This is an optimization exercise on Yosys and OpenROAD, whose aim is small area and a short achievable clock period, not a production implementation. The RTL was checked by simulation tests, not by an equivalence proof against the original design.

## before
==> module mul_csa, before the edit <==
module mul_csa (
    input  [7:0] A,
    input  [9:1] A3,
    input  [7:0] B,
    output [15:0] s,
    output [14:0] t
);
    wire [9:0] a1 = {2'b0, A};
    wire [9:0] a2 = {1'b0, A, 1'b0};
    wire [9:0] p0, p1, p2, p3;
    wire [1:0] d0 = B[1:0];
    assign p0 = ({10{d0 == 2'd1}} & a1) | ({10{d0 == 2'd2}} & a2) |
                ({10{d0 == 2'd3}} & {A3, A[0]});
    wire [1:0] d1 = B[3:2];
    assign p1 = ({10{d1 == 2'd1}} & a1) | ({10{d1 == 2'd2}} & a2) |
                ({10{d1 == 2'd3}} & {A3, A[0]});
    wire [1:0] d2 = B[5:4];
    assign p2 = ({10{d2 == 2'd1}} & a1) | ({10{d2 == 2'd2}} & a2) |
                ({10{d2 == 2'd3}} & {A3, A[0]});
    wire [1:0] d3 = B[7:6];
    assign p3 = ({10{d3 == 2'd1}} & a1) | ({10{d3 == 2'd2}} & a2) |
                ({10{d3 == 2'd3}} & {A3, A[0]});
    wire hs0 = p0[6] ^ p1[4];
    wire hc0 = p0[6] & p1[4];
    wire fs0 = p0[7] ^ p1[5] ^ p2[3];
    wire fc0 = (p0[7] & p1[5]) | (p0[7] & p2[3]) | (p1[5] & p2[3]);
    wire fs1 = p0[8] ^ p1[6] ^ p2[4];
    wire fc1 = (p0[8] & p1[6]) | (p0[8] & p2[4]) | (p1[6] & p2[4]);
    wire fs2 = p0[9] ^ p1[7] ^ p2[5];
    wire fc2 = (p0[9] & p1[7]) | (p0[9] & p2[5]) | (p1[7] & p2[5]);
    wire hs1 = p1[8] ^ p2[6];
    wire hc1 = p1[8] & p2[6];
    wire hs2 = p1[9] ^ p2[7];
    wire hc2 = p1[9] & p2[7];
    wire hs3 = p0[4] ^ p1[2];
    wire hc3 = p0[4] & p1[2];
    wire fs3 = p0[5] ^ p1[3] ^ p2[1];
    wire fc3 = (p0[5] & p1[3]) | (p0[5] & p2[1]) | (p1[3] & p2[1]);
    wire fs4 = p2[2] ^ p3[0] ^ hs0;
    wire fc4 = (p2[2] & p3[0]) | (p2[2] & hs0) | (p3[0] & hs0);
    wire fs5 = p3[1] ^ hc0 ^ fs0;
    wire fc5 = (p3[1] & hc0) | (p3[1] & fs0) | (hc0 & fs0);
    wire fs6 = p3[2] ^ fc0 ^ fs1;
    wire fc6 = (p3[2] & fc0) | (p3[2] & fs1) | (fc0 & fs1);
    wire fs7 = p3[3] ^ fc1 ^ fs2;
    wire fc7 = (p3[3] & fc1) | (p3[3] & fs2) | (fc1 & fs2);
    wire fs8 = p3[4] ^ hs1 ^ fc2;
    wire fc8 = (p3[4] & hs1) | (p3[4] & fc2) | (hs1 & fc2);
    wire fs9 = p3[5] ^ hc1 ^ hs2;
    wire fc9 = (p3[5] & hc1) | (p3[5] & hs2) | (hc1 & hs2);
    wire fs10 = p2[8] ^ p3[6] ^ hc2;
    wire fc10 = (p2[8] & p3[6]) | (p2[8] & hc2) | (p3[6] & hc2);
    wire hs4 = p2[9] ^ p3[7];
    wire hc4 = p2[9] & p3[7];
    assign s[0] = p0[0];
    assign s[1] = p0[1];
    assign s[2] = p0[2];
    assign s[3] = p0[3];
    assign s[4] = p2[0];
    assign s[5] = hc3;
    assign s[6] = fc3;
    assign s[7] = fc4;
    assign s[8] = fc5;
    assign s[9] = fc6;
    assign s[10] = fc7;
    assign s[11] = fs9;
    assign s[12] = fs10;
    assign s[13] = hs4;
    assign s[14] = p3[8];
    assign s[15] = p3[9];
    assign t[0] = 1'b0;
    assign t[1] = 1'b0;
    assign t[2] = p1[0];
    assign t[3] = p1[1];
    assign t[4] = hs3;
    assign t[5] = fs3;
    assign t[6] = fs4;
    assign t[7] = fs5;
    assign t[8] = fs6;
    assign t[9] = fs7;
    assign t[10] = fs8;
    assign t[11] = fc8;
    assign t[12] = fc9;
    assign t[13] = fc10;
    assign t[14] = hc4;
endmodule
==> module pe, before the edit <==
module pe (
    input clk,
    input [2:0] a,
    input [1:0] r,
    input [7:0] in1,
    input [7:0] filter,
    output reg [15:0] pe_out
);
    reg [7:0] A, B;
    reg [9:1] A3;      
    reg [15:0] cs;
    reg [14:4] ct;
    reg cc;
    wire [15:0] ms;
    wire [14:0] mt;
    mul_csa mul (.A(A), .A3(A3), .B(B), .s(ms), .t(mt));
    reg [15:0] xs;
    reg [14:0] xt;
    always @(*) begin
        case (a)
            3'b000: begin xs = {{(16-8){1'b0}}, A};  xt = {{(15-8){1'b0}}, B}; end
            3'b001: begin xs = ms;                     xt = mt; end
            3'b010: begin xs = {{(16-8){1'b0}}, A & B}; xt = 0; end
            3'b011: begin xs = {{(16-8){1'b0}}, A | B}; xt = 0; end
            3'b100: begin xs = {{(16-8){1'b0}}, ~A}; xt = 0; end
            default: begin xs = {{(16-8){1'b0}}, ~B}; xt = 0; end
        endcase
    end
    wire [4:0] lo_mul = ms[3:0] + mt[3:0];
    wire [4:0] lo_add = A[3:0] + B[3:0];
    wire [4:0] lo = (a == 3'b001) ? lo_mul : (a == 3'b000) ? lo_add : {1'b0, xs[3:0]};
    wire [15:4] hi = cs[15:4] + ct + cc;
    always @(posedge clk) begin
        if (r == 2'b00) begin
            A <= in1;
            A3 <= in1[7:1] + in1;
            B <= filter;
        end
        if (r == 2'b01)
            pe_out <= {hi, cs[3:0]};
        if (~(a[2] & a[1])) begin
            cs <= {xs[15:4], lo[3:0]};
            ct <= xt[14:4];
            cc <= lo[4];
        end
    end
endmodule
clock: 7.0 ns
lec_check: 0
cap_margin: 20
core_margin: 2
core_utilization: 60
cts_cluster_diameter: 150
cts_cluster_size: 28
setup_slack_margin: 4.4
slew_margin: 20
standard.sh (not shown) runs the stock make flow with config.mk's settings and CLKGATE_MAP_FILE= SYNTH_SCRIPT=/design/flow/synth_recipe.tcl, a recipe that flattens the netlist after the stock synthesis.
==> flow/flow/run.sh <==
#!/bin/bash
# Standard synthesis, then the standard layout steps, with the port buffers
# started as sky130_fd_sc_hd__buf_1 (timing repair resizes them as needed).
set -euo pipefail
bash standard.sh synth > synth_make.log 2>&1
export BUFFER_PORTS_ARGS="-buffer_cell sky130_fd_sc_hd__buf_1"
bash standard.sh finish > finish_make.log 2>&1
Input changes introduced in after (baseline for comparison: before):
--- a/flow/design.v
+++ b/flow/design.v
@@ -2,5 +2,5 @@
 module mul_csa (
     input  [7:0] A,
-    input  [9:1] A3,
+    input  [9:2] A3,
     input  [7:0] B,
     output [15:0] s,
@@ -12,14 +12,14 @@
     wire [1:0] d0 = B[1:0];
     assign p0 = ({10{d0 == 2'd1}} & a1) | ({10{d0 == 2'd2}} & a2) |
-                ({10{d0 == 2'd3}} & {A3, A[0]});
+                ({10{d0 == 2'd3}} & {A3, A[1] ^ A[0], A[0]});
     wire [1:0] d1 = B[3:2];
     assign p1 = ({10{d1 == 2'd1}} & a1) | ({10{d1 == 2'd2}} & a2) |
-                ({10{d1 == 2'd3}} & {A3, A[0]});
+                ({10{d1 == 2'd3}} & {A3, A[1] ^ A[0], A[0]});
     wire [1:0] d2 = B[5:4];
     assign p2 = ({10{d2 == 2'd1}} & a1) | ({10{d2 == 2'd2}} & a2) |
-                ({10{d2 == 2'd3}} & {A3, A[0]});
+                ({10{d2 == 2'd3}} & {A3, A[1] ^ A[0], A[0]});
     wire [1:0] d3 = B[7:6];
     assign p3 = ({10{d3 == 2'd1}} & a1) | ({10{d3 == 2'd2}} & a2) |
-                ({10{d3 == 2'd3}} & {A3, A[0]});
+                ({10{d3 == 2'd3}} & {A3, A[1] ^ A[0], A[0]});
     wire hs0 = p0[6] ^ p1[4];
     wire hc0 = p0[6] & p1[4];
@@ -95,5 +95,5 @@
 );
     reg [7:0] A, B;
-    reg [9:1] A3;      
+    reg [9:2] A3;      
     reg [15:0] cs;
     reg [14:4] ct;
@@ -102,4 +102,5 @@
     wire [14:0] mt;
     mul_csa mul (.A(A), .A3(A3), .B(B), .s(ms), .t(mt));
+    wire [8:0] in3 = in1[7:1] + in1;    
     reg [15:0] xs;
     reg [14:0] xt;
@@ -121,5 +122,5 @@
         if (r == 2'b00) begin
             A <= in1;
-            A3 <= in1[7:1] + in1;
+            A3 <= in3[8:1];
             B <= filter;
         end
[summary]
The synthesized cell count was comparable across before and after. In the metrics for before and after, the one carrying the higher maximum fanout count along the critical path is before. Diff before -> after | fmax | increase of 0.0028 GHz. Of the two values seen for launching element of the worst setup path, PE_INST[2].pe_inst.pe_out[0] was produced by after and PE_INST[1].pe_inst.B[4] by before. On after: met1 usage in global routing is 0.33 points higher than what before gave. after reports a lower sequential share of layout area than before does. | average size of a mapped cell | after vs before | ≈ equal |. Per the comparison of after with before, final instance area shrank by 0.99%; fraction of the mapped netlist area in simple logic gates up 0.28 points.

[re-timing with driven ports]
Ports are ideal in the flow. The routed layouts listed here were re-timed in OpenROAD. Step 1 (the two cells are an assumption about what drives the block):
set clk [get_ports {clk}]
set_driving_cell -lib_cell sky130_fd_sc_hd__clkbuf_16 $clk
set_driving_cell -lib_cell sky130_fd_sc_hd__buf_2 [delete_from_list [all_inputs] $clk]
Step 2, shift: input delay + t, output delay - t, t = (earliest + latest rising clock arrival at the registers) / 2. This alone moves slack from input paths to output paths. Three values: no drivers, after step 1, after step 2; two values: the first two.
run	t (ns)	slack for setup (ns)	worst hold slack (ns)
before	0.540	4.439 / 4.434 / 3.944	0.426 / 0.426 / 0.426
after	0.536	4.457 / 4.405 / 3.973	0.417 / 0.417 / 0.417
After both steps every run listed still meets setup and hold. For before, which loses most, drivers alone change the setup slack by -0.005 ns; drivers and shift together by -0.495 ns.
